This is an optimization exercise on Yosys and OpenROAD, whose aim is a short achievable clock period and few clock cycles, not a production implementation. The RTL was checked by simulation tests, not by an equivalence proof against the original design. Power is estimated from default activity; no workload was simulated.

**flow/run.sh**
```bash
#!/bin/bash
# synth_recipe.tcl (not shown) runs the flow's synth.tcl, then flattens the netlist and writes it again
# the make line also repeats each setting of config.mk as NAME=value (left out here)
make -C /OpenROAD-flow-scripts/flow DESIGN_CONFIG=/design/flow/config.mk WORK_HOME=/design/flow/orfs CLKGATE_MAP_FILE= SYNTH_SCRIPT=/design/flow/synth_recipe.tcl finish
```
**flow/design.v**
```verilog
module MUX_2_1 (
    input  wire [31:0] I1,
    input  wire [31:0] I2,
    input  wire        S,
    output wire [31:0] out
);
assign out = (S == 1'b0) ? I1 : I2;
endmodule
module MUX_3_1 (
    input  wire [31:0] I1,
    input  wire [31:0] I2,
    input  wire [31:0] I3,
    input  wire [1:0]  S,
    output wire [31:0] out
);
assign out = (S == 2'b00) ? I1 :
             (S == 2'b01) ? I2 : I3;
endmodule
module ALU (
  input   wire [31:0] op_1,
  input   wire [31:0] op_2,
  input   wire [3:0]  alu_op,
  output  reg  [31:0] alu_out
);
  localparam OP_ADD = 4'b0000;
  localparam OP_SUB = 4'b0001;
  localparam OP_SLL = 4'b0010;
  localparam OP_SLT = 4'b0100;
  localparam OP_ULT = 4'b0110;
  localparam OP_XOR = 4'b1000;
  localparam OP_LSR = 4'b1010;
  localparam OP_ASR = 4'b1011;
  localparam OP_OR  = 4'b1100;
  localparam OP_AND = 4'b1110;
  localparam OP_BP  = 4'b0111;
  localparam OP_EQL = 4'b0011;
  localparam OP_UGT = 4'b0101;
  localparam OP_SGT = 4'b1001;
  reg signed [31:0] signed_op_1;
  reg signed [31:0] signed_op_2;
  always@(*) begin
    signed_op_1 = op_1;
    signed_op_2 = op_2;
    case (alu_op)
      OP_ADD : alu_out = op_1 + op_2;
      OP_SUB : alu_out = op_1 - op_2;
      OP_SLL : alu_out = op_1 << op_2[4:0];
      OP_SGT : alu_out = {31'h0, signed_op_1 >= signed_op_2};
      OP_UGT:  alu_out = {31'h0, op_1 >= op_2};
      OP_LSR:  alu_out = op_1>> op_2[4:0];
      OP_ASR:  alu_out = signed_op_1 >>> op_2[4:0];
      OP_OR :  alu_out = op_1 | op_2;
      OP_AND:  alu_out = op_1 & op_2;
      OP_XOR:  alu_out = op_1 ^ op_2;
      OP_EQL:  alu_out = {31'h0, op_1 == op_2};
      OP_ULT:  alu_out = {31'h0, op_1 < op_2};
      OP_SLT:  alu_out = {31'h0, signed_op_1 < signed_op_2};
      OP_BP :  alu_out = op_2;
      default: alu_out = 32'h0;
    endcase
  end
endmodule
module inst_decoder (
  input   wire [31:0]  instr,
  output  wire [4:0]   rs1,
  output  wire [4:0]   rs2,
  output  wire [4:0]   rd,
  output  wire [6:0]   opcode,
  output  wire [2:0]   funct3,
  output  wire [6:0]   funct7,
  output  reg  [31:0]  immediate 
);
  assign rd = instr[11:7];
  assign opcode = instr[6:0];
  assign funct3 = instr[14:12];
  assign funct7 = instr[31:25];
  assign rs1 = instr[19:15];
  assign rs2 = instr[24:20];
  assign rd = instr[11:7];
  always @(instr) begin
    case (opcode)
      7'b011_0011: 
      begin
          immediate = 32'hdeadbeef;
      end 
      7'b110_0111,
      7'b000_0011,
      7'b001_0011:
      begin
          immediate = {{20{instr[31]}},instr[31:20]}; 
      end
      7'b011_0111,
      7'b001_0111:
      begin 
        immediate = {instr[31:12],12'h0}; 
      end
      7'b110_1111:
      begin
        immediate = {{11{instr[31]}},instr[31], instr[19:12],instr[20], instr[30:21],1'b0};
      end	
      7'b110_0011:
      begin
            immediate = {{19{instr[31]}},instr[31],instr[7],instr[30:25],instr[11:8],1'b0};
      end	
      7'b010_0011:
      begin 
            immediate = {{20{instr[31]}},instr[31:25],instr[11:7]};
      end
      default:    immediate = 32'hdeadbeef;   
    endcase
  end
endmodule
module controller(
    input  wire       clk,
    input  wire       rst_n,
    input  wire [6:0] opcode,
    input  wire [2:0] funct3,
    input  wire [6:0] funct7,
    output reg         jump,
    output reg         branch,
    output reg         ALU_OP1_mux,
    output reg         ALU_OP2_mux,
    output reg  [3:0]  ALU_OP,
    output reg  [1:0]  reg_data_mux,
    output reg         reg_wr_en, 
    output reg         mem_wr_en,
    output reg  [2:0]  mem_control,
    output reg         mem_read
);
    localparam OP_ADD = 4'b0000;
    localparam OP_BP  = 4'b0111;
    always @(opcode or funct3 or funct7) begin
        jump         = 0;
        branch       = 0;
        mem_read     = 0;
        ALU_OP1_mux  = 0;
        ALU_OP2_mux  = 0;
        reg_wr_en    = 0;
        mem_wr_en    = 0;
        reg_data_mux = 0;
        ALU_OP       = 4'hf;
        mem_control  = 3'b010;
        case (opcode)
            7'b011_0011:  
            begin
                ALU_OP2_mux  = 1;
                reg_wr_en = 1; 
                reg_data_mux = 2'b01;
                ALU_OP = {funct3,funct7[5]};
            end
            7'b001_0011:  
            begin
                reg_data_mux = 2'b01;
                reg_wr_en = 1; 
                ALU_OP = (funct3 == 3'b101) ? {funct3,funct7[5]}:{funct3,1'b0};
            end
            7'b010_0011:  
            begin
                mem_wr_en = 1;
                reg_data_mux = 2'b01;
                mem_control = funct3;
                ALU_OP = OP_ADD;
            end
            7'b000_0011:  
            begin
                mem_control = funct3;
                reg_wr_en = 1;
                ALU_OP = OP_ADD;
                mem_read = 1;
            end 
            7'b110_0011:  
            begin 
                branch = 1;
                ALU_OP1_mux = 1; 
                ALU_OP = OP_ADD;
            end
            7'b110_0111:  
            begin
                reg_wr_en = 1;
                reg_data_mux = 2'b11;
                ALU_OP = OP_ADD;
                jump = 1;
            end
            7'b110_1111:  
            begin
                jump = 1;
                reg_wr_en = 1;
                ALU_OP1_mux = 1; 
                reg_data_mux = 2'b11;
                ALU_OP = OP_ADD;
            end
            7'b011_0111:  
            begin 
                reg_wr_en = 1;
                reg_data_mux = 2'b01;
                ALU_OP = OP_BP;
            end
            7'b001_0111:  
            begin 
                reg_wr_en = 1;
                ALU_OP1_mux = 1; 
                reg_data_mux = 2'b01;
                ALU_OP = OP_ADD;
            end
        endcase
    end
endmodule
module fwd_unit (
    input  [4:0] rs1_addr,
    input  [4:0] rs2_addr,
    input  [4:0] rd_addr_stg_4,
    input  [4:0] rd_addr_stg_5,
    input         rw_stg_4,
    input         rw_stg_5,
    output [1:0]  fwd_mux_1,
    output [1:0]  fwd_mux_2 
);
assign fwd_mux_1 = (rw_stg_4 && (rd_addr_stg_4 != 5'd0) && (rs1_addr == rd_addr_stg_4)) ? 2'b01 :  
                   (rw_stg_5 && (rd_addr_stg_5 != 5'd0) && (rs1_addr == rd_addr_stg_5)) ? 2'b10 : 
                   2'b00 ;
assign fwd_mux_2 = (rw_stg_4 && (rd_addr_stg_4 != 5'd0) && (rs2_addr == rd_addr_stg_4)) ? 2'b01 :  
                   (rw_stg_5 && (rd_addr_stg_5 != 5'd0) && (rs2_addr == rd_addr_stg_5)) ? 2'b10 : 
                   2'b00 ;
endmodule
module hazard_unit (
    input  [4:0] reg_wr_addr,
    input  [4:0] rs1_addr,
    input  [4:0] rs2_addr,
    input         mem_rd,
    output wire   load_hazard      
);
    assign load_hazard = mem_rd &&((reg_wr_addr == rs1_addr) || (reg_wr_addr == rs2_addr)); 
endmodule
module PC_counter (
    input  wire        clk,
    input  wire        rst_n,
    input  wire        PC_en,
    input  wire [31:0] PC_in,
    input  wire        input_sel,   
    output reg  [31:0] PC,
    output wire [31:0] PC_next
);
    assign PC_next = PC + 4;
    always @(posedge clk or negedge rst_n) 
    begin
        if (~ rst_n)
            PC <= 32'd4294967292; 
        else if(PC_en)
            PC <= input_sel ? PC_in :PC_next ;
    end
endmodule
module IF_reg (
    input         clk,
    input         clear,
    input         rst_n,
    input         wr_en,
    input  [31:0] PC_next_in,
    input  [31:0] instr_in,
    input  [31:0] instr_addr_in,
    output [31:0] PC_next_out,
    output [31:0] instr_out,
    output [31:0] instr_addr_out
);
    reg [95:0] IF_data;
    assign {PC_next_out,instr_out,instr_addr_out} = IF_data;
    always @(posedge clk or negedge rst_n) begin
        if (~rst_n)
            IF_data <= 96'h0;
        else if (clear)
            IF_data <= 96'h0;
        else if (wr_en)
            IF_data <= {PC_next_in,instr_in,instr_addr_in};
    end
endmodule
module ID_reg (
    input         clk,
    input         clear,
    input         rst_n,
    input         wr_en,
    input         jump_in,
    input         branch_in,
    input         mem_read_in,
    input         ALU_OP1_mux_in,
    input         ALU_OP2_mux_in,
    input  [3:0]  ALU_OP_in,
    input  [1:0]  reg_data_mux_in,
    input         reg_wr_en_in, 
    input         mem_wr_en_in,
    input  [2:0]  mem_control_in,
    input  [31:0] PC_next_in,
    input  [31:0] instr_addr_in,
    input  [31:0] rs1_in,
    input  [31:0] rs2_in,
    input  [31:0] immediate_in,
    input  [4:0]  reg_wr_addr_in,
    input  [4:0]  rs1_addr_in,
    input  [4:0]  rs2_addr_in,
    input  [6:0]  OPCODE_in,
    input  [2:0]  funct3_in,
    output         jump_out,
    output         branch_out,
    output         mem_read_out,
    output         ALU_OP1_mux_out,
    output         ALU_OP2_mux_out,
    output  [3:0]  ALU_OP_out,
    output  [1:0]  reg_data_mux_out,
    output         reg_wr_en_out, 
    output         mem_wr_en_out,
    output  [2:0]  mem_control_out,
    output  [31:0] PC_next_out,
    output  [31:0] instr_addr_out,
    output  [31:0] rs1_out,
    output  [31:0] rs2_out,
    output  [31:0] immediate_out,
    output  [4:0]  reg_wr_addr_out,
    output  [4:0]  rs1_addr_out,
    output  [4:0]  rs2_addr_out,
    output  [6:0]  OPCODE_out,
    output  [2:0]  funct3_out
);
    reg [200:0] ID_data;
    assign {jump_out,
            branch_out,
            mem_read_out,
            ALU_OP1_mux_out,
            ALU_OP2_mux_out,
            ALU_OP_out,
            reg_data_mux_out,
            reg_wr_en_out,
            mem_wr_en_out,
            mem_control_out,
            PC_next_out,
            instr_addr_out,
            rs1_out,
            rs2_out,
            immediate_out,
            reg_wr_addr_out,
            rs1_addr_out,
            rs2_addr_out,
            OPCODE_out,
            funct3_out
            } = ID_data;
    always @(posedge clk or negedge rst_n) begin
        if (~rst_n)
            ID_data <= 201'h0;
        else if (clear)
            ID_data <= 201'h0;
        else if (wr_en)
            ID_data <= { jump_in,
                        branch_in,
                        mem_read_in,
                        ALU_OP1_mux_in,
                        ALU_OP2_mux_in,
                        ALU_OP_in,
                        reg_data_mux_in,
                        reg_wr_en_in,
                        mem_wr_en_in,
                        mem_control_in,
                        PC_next_in,
                        instr_addr_in,
                        rs1_in,
                        rs2_in,
                        immediate_in,
                        reg_wr_addr_in,
                        rs1_addr_in,
                        rs2_addr_in,
                        OPCODE_in,
                        funct3_in
                        };
    end
endmodule
module EX_reg (
    input         clk,
    input         clear,
    input         rst_n,
    input         wr_en,
    input  [1:0]  reg_data_mux_in,
    input         reg_wr_en_in, 
    input         mem_wr_en_in,
    input  [2:0]  mem_control_in,
    input  [31:0] PC_next_in,
    input  [31:0] ALU_result_in,
    input  [31:0] rs_OP2_in,
    input  [4:0]  reg_wr_addr_in,
    output [1:0]  reg_data_mux_out,
    output        reg_wr_en_out, 
    output        mem_wr_en_out,
    output [2:0]  mem_control_out,
    output [31:0] PC_next_out,
    output [31:0] ALU_result_out,
    output [31:0] rs_OP2_out,
    output [4:0]  reg_wr_addr_out
);
    reg [107:0] EX_data;
    assign {reg_data_mux_out,
            reg_wr_en_out, 
            mem_wr_en_out,
            mem_control_out,
            PC_next_out,
            ALU_result_out,
            rs_OP2_out,
            reg_wr_addr_out
            } = EX_data;
    always @(posedge clk or negedge rst_n) begin
        if (~rst_n)
            EX_data <= 108'h0;
        else if (clear)
            EX_data <= 108'h0;
        else if (wr_en)
        EX_data <= { reg_data_mux_in,
                    reg_wr_en_in, 
                    mem_wr_en_in,
                    mem_control_in,
                    PC_next_in,
                    ALU_result_in,
                    rs_OP2_in,
                    reg_wr_addr_in
                    };
    end
endmodule
module WB_reg (
    input         clk,
    input         clear,
    input         rst_n,
    input         wr_en, 
    input  [1:0]  reg_data_mux_in,
    input         reg_wr_en_in, 
    input  [31:0] PC_next_in,
    input  [31:0] ALU_result_in,
    input  [4:0]  reg_wr_addr_in,
    input  [31:0] mem_data_read_in,
    output [1:0]  reg_data_mux_out,
    output        reg_wr_en_out, 
    output [31:0] PC_next_out,
    output [31:0] ALU_result_out,
    output [4:0]  reg_wr_addr_out,
    output [31:0] mem_data_read_out
);
reg [103:0] WB_data;
assign           { reg_data_mux_out,
                   reg_wr_en_out, 
                   PC_next_out,
                   ALU_result_out,
                   reg_wr_addr_out,
                   mem_data_read_out
                 } = WB_data;
    always @(posedge clk or negedge rst_n) begin
        if (~rst_n)
            WB_data <= 104'h0;
        else if (clear)
            WB_data <= 104'h0;
        else if (wr_en)
            WB_data <= { reg_data_mux_in,
                        reg_wr_en_in, 
                        PC_next_in,
                        ALU_result_in,
                        reg_wr_addr_in,
                        mem_data_read_in
                      };
    end
endmodule
module branch_comp (
    input wire  [31:0] branch_OP1,
    input wire  [31:0] branch_OP2,
    input wire  [2:0]  branch_OPCODE,
    output wire        branch_taken
);
    localparam OP_EQL = 3'b000;
    localparam OP_NEQ = 3'b001;
    localparam OP_UGT = 3'b111;  
    localparam OP_SGT = 3'b101;  
    localparam OP_SLT = 3'b100;
    localparam OP_ULT = 3'b110;
    reg signed [31:0] signed_op_1;
    reg signed [31:0] signed_op_2;
    always @(*) 
    begin
        signed_op_1 = branch_OP1;
        signed_op_2 = branch_OP2;
    end
    assign branch_taken =  
                          (branch_OPCODE == OP_EQL) ? (branch_OP1 == branch_OP2):
                          (branch_OPCODE == OP_NEQ) ? (branch_OP1 != branch_OP2):
                          (branch_OPCODE == OP_UGT) ? (branch_OP1 >= branch_OP2):
                          (branch_OPCODE == OP_ULT) ? (branch_OP1 <  branch_OP2):
                          (branch_OPCODE == OP_SGT) ? (signed_op_1 >= signed_op_2):
                          (branch_OPCODE == OP_SLT) ? (signed_op_1 < signed_op_2):
                          1'b0; 
endmodule
module reg_file (
  input   wire          clk,
  input   wire          rst_n,
  input   wire [4:0]    rs1_addr,
  input   wire [4:0]    rs2_addr,
  input   wire [4:0]    rd_addr,
  input   wire          wr_en,
  input   wire [31:0]   data_in,
  output  wire [31:0]   rs1_out,
  output  wire [31:0]   rs2_out
);  
  reg [31:0] regfile [31:0];	
  assign rs1_out = rs1_addr ? ((rs1_addr == rd_addr) && wr_en) ? data_in :regfile[rs1_addr] : 32'h0;
  assign rs2_out = rs2_addr ? ((rs2_addr == rd_addr) && wr_en) ? data_in :regfile[rs2_addr] : 32'h0;
  integer i;
  always @(posedge clk or negedge rst_n)
    begin
      if(~rst_n)
        for (i = 0; i < 32; i = i + 1) 
          regfile [i] <= 32'h0; 
      else
        if (wr_en)
            regfile[rd_addr] <=  data_in;
    end
endmodule
module data_mem_if (
    input   wire [2:0]    mem_control,
    input   wire          mem_wr_en,
    input   wire [31:0]   mem_addr,
    input   wire [31:0]   mem_data_in,
    input   wire [31:0]   bus_rdata,
    output  wire [31:0]   bus_addr,
    output  wire          bus_we,
    output  wire [3:0]    bus_wstrb,
    output  wire [31:0]   bus_wdata,
    output  wire [31:0]   mem_data_out
);
    wire [1:0]  ofs   = mem_addr[1:0];
    wire [31:0] shft  = bus_rdata >> {ofs, 3'b000};
    assign bus_addr = mem_addr;
    assign bus_we   = mem_wr_en;
    assign mem_data_out = (mem_control == 3'b010) ? bus_rdata :
                          (mem_control == 3'b001) ? {{16{shft[15]}}, shft[15:0]} :
                          (mem_control == 3'b000) ? {{24{shft[7]}}, shft[7:0]} :
                          (mem_control == 3'b101) ? {16'h0, shft[15:0]} :
                          (mem_control == 3'b100) ? {24'h0, shft[7:0]} : bus_rdata;
    assign bus_wstrb = (mem_control[1:0] == 2'b00) ? (4'b0001 << ofs) :
                       (mem_control[1:0] == 2'b01) ? (ofs[1] ? 4'b1100 : 4'b0011) :
                                                     4'b1111;
    assign bus_wdata = (mem_control[1:0] == 2'b00) ? {4{mem_data_in[7:0]}} :
                       (mem_control[1:0] == 2'b01) ? {2{mem_data_in[15:0]}} :
                                                     mem_data_in;
endmodule
module RiscV_pipeline (
    input  wire        clk,
    input  wire        rst_n,
    output wire [31:0] imem_addr,
    input  wire [31:0] imem_rdata,
    output wire [31:0] dmem_addr,
    output wire        dmem_we,
    output wire [3:0]  dmem_wstrb,
    output wire [31:0] dmem_wdata,
    input  wire [31:0] dmem_rdata
);
    wire [31:0] instr_0, instr_1, rs1_out_0, rs1_out_1, rs2_out_0, rs2_out_1,
                rs1_w_fwd, rs2_w_fwd_0, rs2_w_fwd_1,
                PC_next_0, PC_next_1, PC_next_2, PC_next_3, PC_next_4,
                ALU_OP1, ALU_OP2, immediate_0, immediate_1,
                ALU_result_0, ALU_result_1, ALU_result_2, reg_data_in,
                mem_data_out_0, mem_data_out_1,
                instr_mem_addr_0, instr_mem_addr_1, instr_mem_addr_2;
    wire        PC_mux, branch_0, branch_1, jump_0, jump_1,
                ALU_OP1_mux_0, ALU_OP1_mux_1, ALU_OP2_mux_0, ALU_OP2_mux_1,
                reg_wr_en_0, reg_wr_en_1, reg_wr_en_2, reg_wr_en_3,
                mem_wr_en_0, mem_wr_en_1, mem_wr_en_2,
                branch_taken, if_clear, if_en, id_clear, PC_en;
    wire [4:0]  rs1_addr_0, rs1_addr_1, rs2_addr_0, rs2_addr_1,
                rd_addr_0, rd_addr_1, rd_addr_2, rd_addr_3;
    wire        mem_read_0, mem_read_1, load_hazard;
    wire [6:0]  opcode_0, opcode_1;
    wire [2:0]  funct3_0, funct3_1;
    wire [6:0]  funct7;
    wire [2:0]  mem_control_0, mem_control_1, mem_control_2;
    wire [1:0]  reg_data_mux_0, reg_data_mux_1, reg_data_mux_2, reg_data_mux_3;
    wire [3:0]  ALU_OP_0, ALU_OP_1;
    wire [1:0]  fwd_mux_2_ctrl, fwd_mux_1_ctrl;
    assign imem_addr = instr_mem_addr_0;
    assign instr_0   = imem_rdata;
    assign PC_mux = jump_1 | (branch_1 & branch_taken );
    assign if_en = ~load_hazard;
    assign if_clear = PC_mux; 
    assign PC_en = if_en;
    assign id_clear = load_hazard | PC_mux;
    PC_counter    PC (
                    .clk(clk),
                    .rst_n(rst_n),
                    .PC_en(PC_en),
                    .PC_in({ALU_result_0[31:1], 1'b0}),
                    .input_sel(PC_mux),
                    .PC(instr_mem_addr_0),
                    .PC_next(PC_next_0)
                    );
    IF_reg      IFR ( 
                    .clk(clk),
                    .rst_n(rst_n),
                    .clear(if_clear),
                    .wr_en(if_en),
                    .PC_next_in(PC_next_0),
                    .instr_in(instr_0),    
                    .instr_addr_in(instr_mem_addr_0),
                    .PC_next_out(PC_next_1),
                    .instr_out(instr_1),
                    .instr_addr_out(instr_mem_addr_1)
                    );
    inst_decoder ID ( 
                    .instr(instr_1),
                    .rs1(rs1_addr_0),
                    .rs2(rs2_addr_0),
                    .rd(rd_addr_0),
                    .opcode(opcode_0),
                    .funct3(funct3_0),
                    .funct7(funct7),
                    .immediate(immediate_0)
                    );
    reg_file     RF ( 
                    .clk(clk),
                    .rst_n(rst_n),
                    .rs1_addr(rs1_addr_0),
                    .rs2_addr(rs2_addr_0),
                    .rd_addr(rd_addr_3),
                    .data_in(reg_data_in),
                    .wr_en(reg_wr_en_3),
                    .rs1_out(rs1_out_0),
                    .rs2_out(rs2_out_0)
                    );
    controller   CU ( 
                    .clk(clk),
                    .rst_n(rst_n),
                    .opcode(opcode_0),
                    .funct3(funct3_0),
                    .funct7(funct7),
                    .jump(jump_0),
                    .branch(branch_0),
                    .ALU_OP1_mux(ALU_OP1_mux_0),
                    .ALU_OP2_mux(ALU_OP2_mux_0),
                    .ALU_OP(ALU_OP_0),
                    .reg_data_mux(reg_data_mux_0),
                    .reg_wr_en(reg_wr_en_0),
                    .mem_wr_en(mem_wr_en_0),
                    .mem_control(mem_control_0),
                    .mem_read(mem_read_0)
                    );
    ID_reg      IDR (
                    .clk(clk),
                    .rst_n(rst_n),
                    .clear(id_clear),
                    .wr_en(1'b1),
                    .jump_in(jump_0),
                    .branch_in(branch_0),
                    .mem_read_in(mem_read_0),
                    .ALU_OP1_mux_in(ALU_OP1_mux_0),
                    .ALU_OP2_mux_in(ALU_OP2_mux_0),
                    .ALU_OP_in(ALU_OP_0),
                    .reg_data_mux_in(reg_data_mux_0),
                    .reg_wr_en_in(reg_wr_en_0),
                    .mem_wr_en_in(mem_wr_en_0),
                    .mem_control_in(mem_control_0),
                    .PC_next_in(PC_next_1),
                    .instr_addr_in(instr_mem_addr_1),
                    .rs1_in(rs1_out_0),
                    .rs2_in(rs2_out_0),
                    .immediate_in(immediate_0),
                    .reg_wr_addr_in(rd_addr_0),
                    .rs1_addr_in(rs1_addr_0),
                    .rs2_addr_in(rs2_addr_0),
                    .OPCODE_in(opcode_0),
                    .funct3_in(funct3_0),
                    .jump_out(jump_1),
                    .branch_out(branch_1),
                    .mem_read_out(mem_read_1),
                    .ALU_OP1_mux_out(ALU_OP1_mux_1),
                    .ALU_OP2_mux_out(ALU_OP2_mux_1),
                    .ALU_OP_out(ALU_OP_1),
                    .reg_data_mux_out(reg_data_mux_1),
                    .reg_wr_en_out(reg_wr_en_1),
                    .mem_wr_en_out(mem_wr_en_1),
                    .mem_control_out(mem_control_1),
                    .PC_next_out(PC_next_2),
                    .instr_addr_out(instr_mem_addr_2),
                    .rs1_out(rs1_out_1),
                    .rs2_out(rs2_out_1),
                    .immediate_out(immediate_1),
                    .reg_wr_addr_out(rd_addr_1),
                    .rs1_addr_out(rs1_addr_1),
                    .rs2_addr_out(rs2_addr_1),
                    .OPCODE_out(opcode_1),
                    .funct3_out(funct3_1)
                     ); 
    MUX_3_1      M4 (
                    .I1(rs1_out_1),  
                    .I2(ALU_result_1), 
                    .I3(reg_data_in),  
                    .S(fwd_mux_1_ctrl),
                    .out(rs1_w_fwd)
                    );
    MUX_3_1      M5 (
                    .I1(rs2_out_1), 
                    .I2(ALU_result_1), 
                    .I3(reg_data_in), 
                    .S(fwd_mux_2_ctrl),
                    .out(rs2_w_fwd_0)
                    );
    MUX_2_1      M1 (
                    .I1(rs1_w_fwd),
                    .I2(instr_mem_addr_2),
                    .S(ALU_OP1_mux_1),
                    .out(ALU_OP1)
                    );
    MUX_2_1      M2 (
                    .I1(immediate_1),
                    .I2(rs2_w_fwd_0),
                    .S(ALU_OP2_mux_1),
                    .out(ALU_OP2)
                    );
    ALU          A1 (
                    .op_1(ALU_OP1),
                    .op_2(ALU_OP2),
                    .alu_op(ALU_OP_1),
                    .alu_out(ALU_result_0)
                    );
    fwd_unit     FU (
                    .rs1_addr(rs1_addr_1),
                    .rs2_addr(rs2_addr_1),
                    .rd_addr_stg_4(rd_addr_2),
                    .rd_addr_stg_5(rd_addr_3),
                    .rw_stg_4(reg_wr_en_2),
                    .rw_stg_5(reg_wr_en_3),
                    .fwd_mux_1(fwd_mux_1_ctrl),
                    .fwd_mux_2(fwd_mux_2_ctrl)
                    );
    hazard_unit  HU (
                    .reg_wr_addr(rd_addr_1),
                    .rs1_addr(rs1_addr_0),
                    .rs2_addr(rs2_addr_0),
                    .mem_rd(mem_read_1),
                    .load_hazard(load_hazard)
                    );
    EX_reg      EXR (
                    .clk(clk),
                    .rst_n(rst_n),
                    .clear(1'b0),
                    .wr_en(1'b1),
                    .reg_data_mux_in(reg_data_mux_1),
                    .reg_wr_en_in(reg_wr_en_1), 
                    .mem_wr_en_in(mem_wr_en_1),
                    .mem_control_in(mem_control_1),
                    .PC_next_in(PC_next_2),
                    .ALU_result_in(ALU_result_0),
                    .rs_OP2_in(rs2_w_fwd_0),
                    .reg_wr_addr_in(rd_addr_1),
                    .reg_data_mux_out(reg_data_mux_2),
                    .reg_wr_en_out(reg_wr_en_2), 
                    .mem_wr_en_out(mem_wr_en_2),
                    .mem_control_out(mem_control_2),
                    .PC_next_out(PC_next_3),
                    .ALU_result_out(ALU_result_1),
                    .rs_OP2_out(rs2_w_fwd_1),
                    .reg_wr_addr_out(rd_addr_2)
                    );
    branch_comp  BC (
                    .branch_OP1(rs1_w_fwd),
                    .branch_OP2(rs2_w_fwd_0),
                    .branch_OPCODE(funct3_1),
                    .branch_taken(branch_taken)
    );
    data_mem_if  Mem (
                    .mem_control(mem_control_2),
                    .mem_wr_en(mem_wr_en_2),
                    .mem_addr(ALU_result_1),
                    .mem_data_in(rs2_w_fwd_1),
                    .bus_rdata(dmem_rdata),
                    .bus_addr(dmem_addr),
                    .bus_we(dmem_we),
                    .bus_wstrb(dmem_wstrb),
                    .bus_wdata(dmem_wdata),
                    .mem_data_out(mem_data_out_0)
                    );                      
    WB_reg      WBR (
                    .clk(clk),
                    .rst_n(rst_n),
                    .clear(1'b0),
                    .wr_en(1'b1),
                    .reg_data_mux_in(reg_data_mux_2),
                    .reg_wr_en_in(reg_wr_en_2), 
                    .PC_next_in(PC_next_3),
                    .ALU_result_in(ALU_result_1),
                    .reg_wr_addr_in(rd_addr_2),
                    .mem_data_read_in(mem_data_out_0),
                    .reg_data_mux_out(reg_data_mux_3),
                    .reg_wr_en_out(reg_wr_en_3), 
                    .PC_next_out(PC_next_4),
                    .ALU_result_out(ALU_result_2),
                    .reg_wr_addr_out(rd_addr_3),
                    .mem_data_read_out(mem_data_out_1)
                    );
    MUX_3_1      M3 (
                    .I1(mem_data_out_1),
                    .I2(ALU_result_2),
                    .I3(PC_next_4),
                    .S(reg_data_mux_3),
                    .out(reg_data_in)
                    );
endmodule
```
**flow/constraint.sdc**
```tcl
create_clock -name core_clock -period 8.5 [get_ports {clk}]
set_input_delay 1.7000 -clock core_clock [delete_from_list [all_inputs] [get_ports {clk}]]
set_output_delay 1.7000 -clock core_clock [all_outputs]
set_load 0.01 [all_outputs]
```
**flow/config.mk**
```make
export PLATFORM = sky130hd
export DESIGN_NAME = RiscV_pipeline
export DESIGN_NICKNAME = RiscV_pipeline
export VERILOG_FILES = /design/flow/design.v
export SDC_FILE = /design/flow/constraint.sdc
export NUM_CORES = 4
export LEC_CHECK = 0
export CAP_MARGIN = 20
export CORE_MARGIN = 2
export CORE_UTILIZATION = 30
export PLACE_DENSITY = 0.45
export SLEW_MARGIN = 20
```
==> run notes <==
## registers in the layout (all words and copies together) (netlist names)
signal,count
IDR.ID_data,191
IFR.IF_data,94
WBR.WB_data,104
RF.regfile,992
PC.PC,31
EXR.EX_data,108
## per-layer routing
layer | vias up | wire (um) | global-route usage
li1 | 31300 | - | -
met4 | 42 | 25200 | 0.161
met5 | - | 389 | 0.000901
met1 | 39400 | 200000 | 0.490
met2 | 5897 | 193000 | 0.487
met3 | 1326 | 58000 | 0.103
## cells in the final DEF, fill, tap and decap left out, types with 23 or more instances in the layout
cell / n
dfstp_2: 30
a22oi_1: 305
a22o_1: 313
a21o_1: 44
a211oi_1: 90
nand2_1: 1412
o221ai_1: 25
nand2b_1: 26
clkbuf_8: 43
mux2_2: 56
nand3_1: 201
clkdlybuf4s50_1: 164
a21oi_1: 296
nor4_1: 33
a222oi_1: 65
dfrtp_1: 1485
a221oi_1: 401
buf_4: 311
nand4_1: 100
a21oi_2: 27
ha_1: 130
and3_1: 128
mux2i_1: 139
nor2_4: 62
mux4_2: 32
nor2b_1: 23
o211ai_1: 37
clkinv_2: 25
nor2_1: 317
nor3_1: 157
inv_1: 146
nand2_4: 24
a31oi_1: 34
clkbuf_1: 36
o21ai_0: 1156
xnor2_1: 59
clkbuf_16: 178
o22ai_1: 27
## critical path: stages (launching register included)
cell      delay, ns
dfrtp_1        0.54
or4_4          0.63
o211a_2        0.30
nand2_2        0.55
buf_4          0.37
nor2_1         0.08
a211oi_1       0.26
a21oi_1        0.18
mux2i_1        0.95
inv_1          0.13
ha_1           0.50
inv_1          0.20
or3_1          0.43
nor3_1         0.19
a21oi_1        0.16
a311o_1        0.47
a221o_1        0.37
o21a_1         0.20
or4_1          0.70
o221a_2        0.34
## cell type report
cell class | count | area, um^2 | share of cell area
diodes | 22 | 55.1 | 0.000601
clock buffers | 257 | 5180 | 0.0566
repair buffers | 494 | 4350 | 0.0475
well taps | 3515 | 4400 | 0.0480
clock inverters | 67 | 992 | 0.0108
inverters | 153 | 574 | 0.00627
multi-input cells | 6080 | 38000 | 0.415
flip-flops and latches | 1520 | 38100 | 0.416
## metrics by stage
step                      hold WS [ns]  worst slack, ns  cells  instance area (um^2)  utilization
after floorplan                  0.331             2.21   8564                 78800            -
after global placement           0.333            0.820  11800                 85300        0.326
after detailed placement         0.335             1.08  11800                 85400        0.326
after CTS                        0.347             1.07  12100                 91600        0.350
after global routing             0.353            0.499  12100                 91600        0.350
final                            0.345            0.852  12100                 91600        0.350
## report_power, final
| group | internal [mW] | switching [mW] | total, mW |
|---|---|---|---|
| Sequential | 8.06 | 1.05 | 9.11 |
| Combinational | 0.996 | 2.02 | 3.02 |
| Clock | 4.75 | 3.43 | 8.18 |
## final timing paths
kind,startpoint,endpoint,slack (ns),depth (start not counted)
worst min-delay path,IDR.ID_data[157]$_DFF_PN0_,EXR.EX_data[73]$_DFF_PN0_,0.34,0
worst max-delay path,WBR.WB_data[33]$_DFF_PN0_,PC.PC[26]$_DFFE_PN1N_,0.85,19
worst min register to register,IDR.ID_data[157]$_DFF_PN0_,EXR.EX_data[73]$_DFF_PN0_,0.34,0
worst max register to register,WBR.WB_data[33]$_DFF_PN0_,PC.PC[26]$_DFFE_PN1N_,0.85,19
min in group asynchronous,rst_n,RF.regfile[9][3]$_DFFE_PN0P_,0.78,1
max in group asynchronous,rst_n,IFR.IF_data[36]$_DFFE_PN0P_,5.62,3
## cells by family after synthesis
kind of cell | share of synthesized area
and+or+nand+nor | 0.144
xor gates and xnor gates | 0.00867
AOI/OAI and AO/OA | 0.258
DFF | 0.483
buffers and inverters | 0.0489
muxes | 0.0357
other | 0.0000476
adders and majority gates | 0.0211
==> flow_summary.yaml <==
pwr:
  peakVddDrop_uv: 237
  p_per_area_nw_per_um2: 222
  p_leak_nw: 38.7
  power_mw: 20.3
final_layout:
  fillers: 26600
  area_growth_pct: 16.2
  layout-drive-gt1-share: 0.111
  num-nets-final: 8623
floorplan:
  num_rows: 188
  die_h_um: 517
  coreArea_um2: 262000
  dieArea_um2: 267000
  initial_core_util: 0.301
  io_pins: 167
  die_x_um: 517
logic_synthesis:
  synth_ff_type: "dfrtp_1"
  synth_top_cells_by_count: "dfrtp_1, nand2_1, o21ai_0, clkbuf_1, a221oi_1"
  avgSynthCellArea_um2: 9.21
  yosysMostFrequentCell: "dfrtp_1"
  synth.cell_area_um2: 78800
  yosysWarnings: 11
  ys_seq_area_frac: 0.483
  synthDistinctLibCells: 93
  synth_seq_cells: 1520
  synth-async-reset-ratio: 1.00
  synthCells: 8564
  synth_edf_count: 0
  synth_top_area_cell: "dfrtp_1"
  yosysTopAreaCellShare: 0.473
  synth_area_leaders: "dfrtp_1, o21ai_0, nand2_1, a221oi_1, a22o_1"
  syn_nets: 8762
critical_path:
  crit_path_end_kind: "flop"
  cp.arrival_ns: 8.41
  crit_type: "reg -> reg"
  crit_required_ns: 9.26
  startpoint_type: "flop"
  worstPathMaxFanout: 29
grt:
  grt.total_usage: 0.348
  grt_overflow: 0
  grt_pass1_vias: 72300
  grt_max_degree: 221
  grt_pass1_wl_mm: 642
  antenna_found_initial: 44
detailed_routing:
  via_per_inst: 6.44
  firstDrtPassIters: 9
  drtAntennaViolNets: 0
  drtIter0Drc: 13300
  post_drt_wl_per_cell_um: 39.4
  dr_total_vias: 78000
  wirelength_mm: 477
  remaining_drc_errors: 0
worst_hold_path:
  hp-class: "reg -> reg"
clock_tree:
  post-cts-setup-buffer-count: 0
  clockBufferDepth: 3
  clk_pin_slew_ns: 0.07
  clock_latency_ns: 0.90
  cts_tree: "done"
  htreeDepth: 4
  clkSinkCount: 1520
  post_cts_resized: 0
  cts-root-buf: "clkbuf_16"
  holdBufCountCts: 0
  numCtsBuffers: 176
timing:
  skew_ns: 0.0662
  tightest_slew_ns: 1.22
  setup_tns_ns: 0
  rsz0062_at_grt: "no"
  setup_viol: 0
  hold_viol_final: 0
  slew_headroom: 0.164
  period_minus_slack_ns: 7.65
  drv_slew: 0
  max_freq_mhz: 131
  fin_crit_sh: 0.900
placed_design:
  port_buffers: 165
  gp_congestion: 1.02
  place_hpwl_mm: 308
status:
  status: "complete, no violations"
job:
  max-cap-violations: 0
Testbench counts, summed over its fixed seeds: cycles 124,407.

[separate check: timing with driven ports]
Ports are ideal in the flow. The routed layout listed here was re-timed in OpenROAD.
Step 1 (the two cells are an assumption about what drives the block):
set clk [get_ports {clk}]
set_driving_cell -lib_cell sky130_fd_sc_hd__clkbuf_16 $clk
set_driving_cell -lib_cell sky130_fd_sc_hd__buf_2 [delete_from_list [all_inputs] $clk]
Step 2 times the ports against the registers' clock, not the clock port: input delays grow and output delays shrink by t, the midpoint of the rising clock arrivals with the driver on.
Slacks: ideal ports / drivers / drivers and shift; pairs: ideal ports / drivers.
t, ns: 0.965
setup WS [ns]: 0.852 / 0.852 / 0.852
worst hold slack (ns): 0.345 / 0.345 / 0.345
worst setup path after step 2: register to register
latest minus earliest clock arrival (ns): 0.068 / 0.068
After both steps setup and hold are still met in this run. The setup slack of this run moves by 0.000 ns with the drivers and by 0.000 ns with both steps.
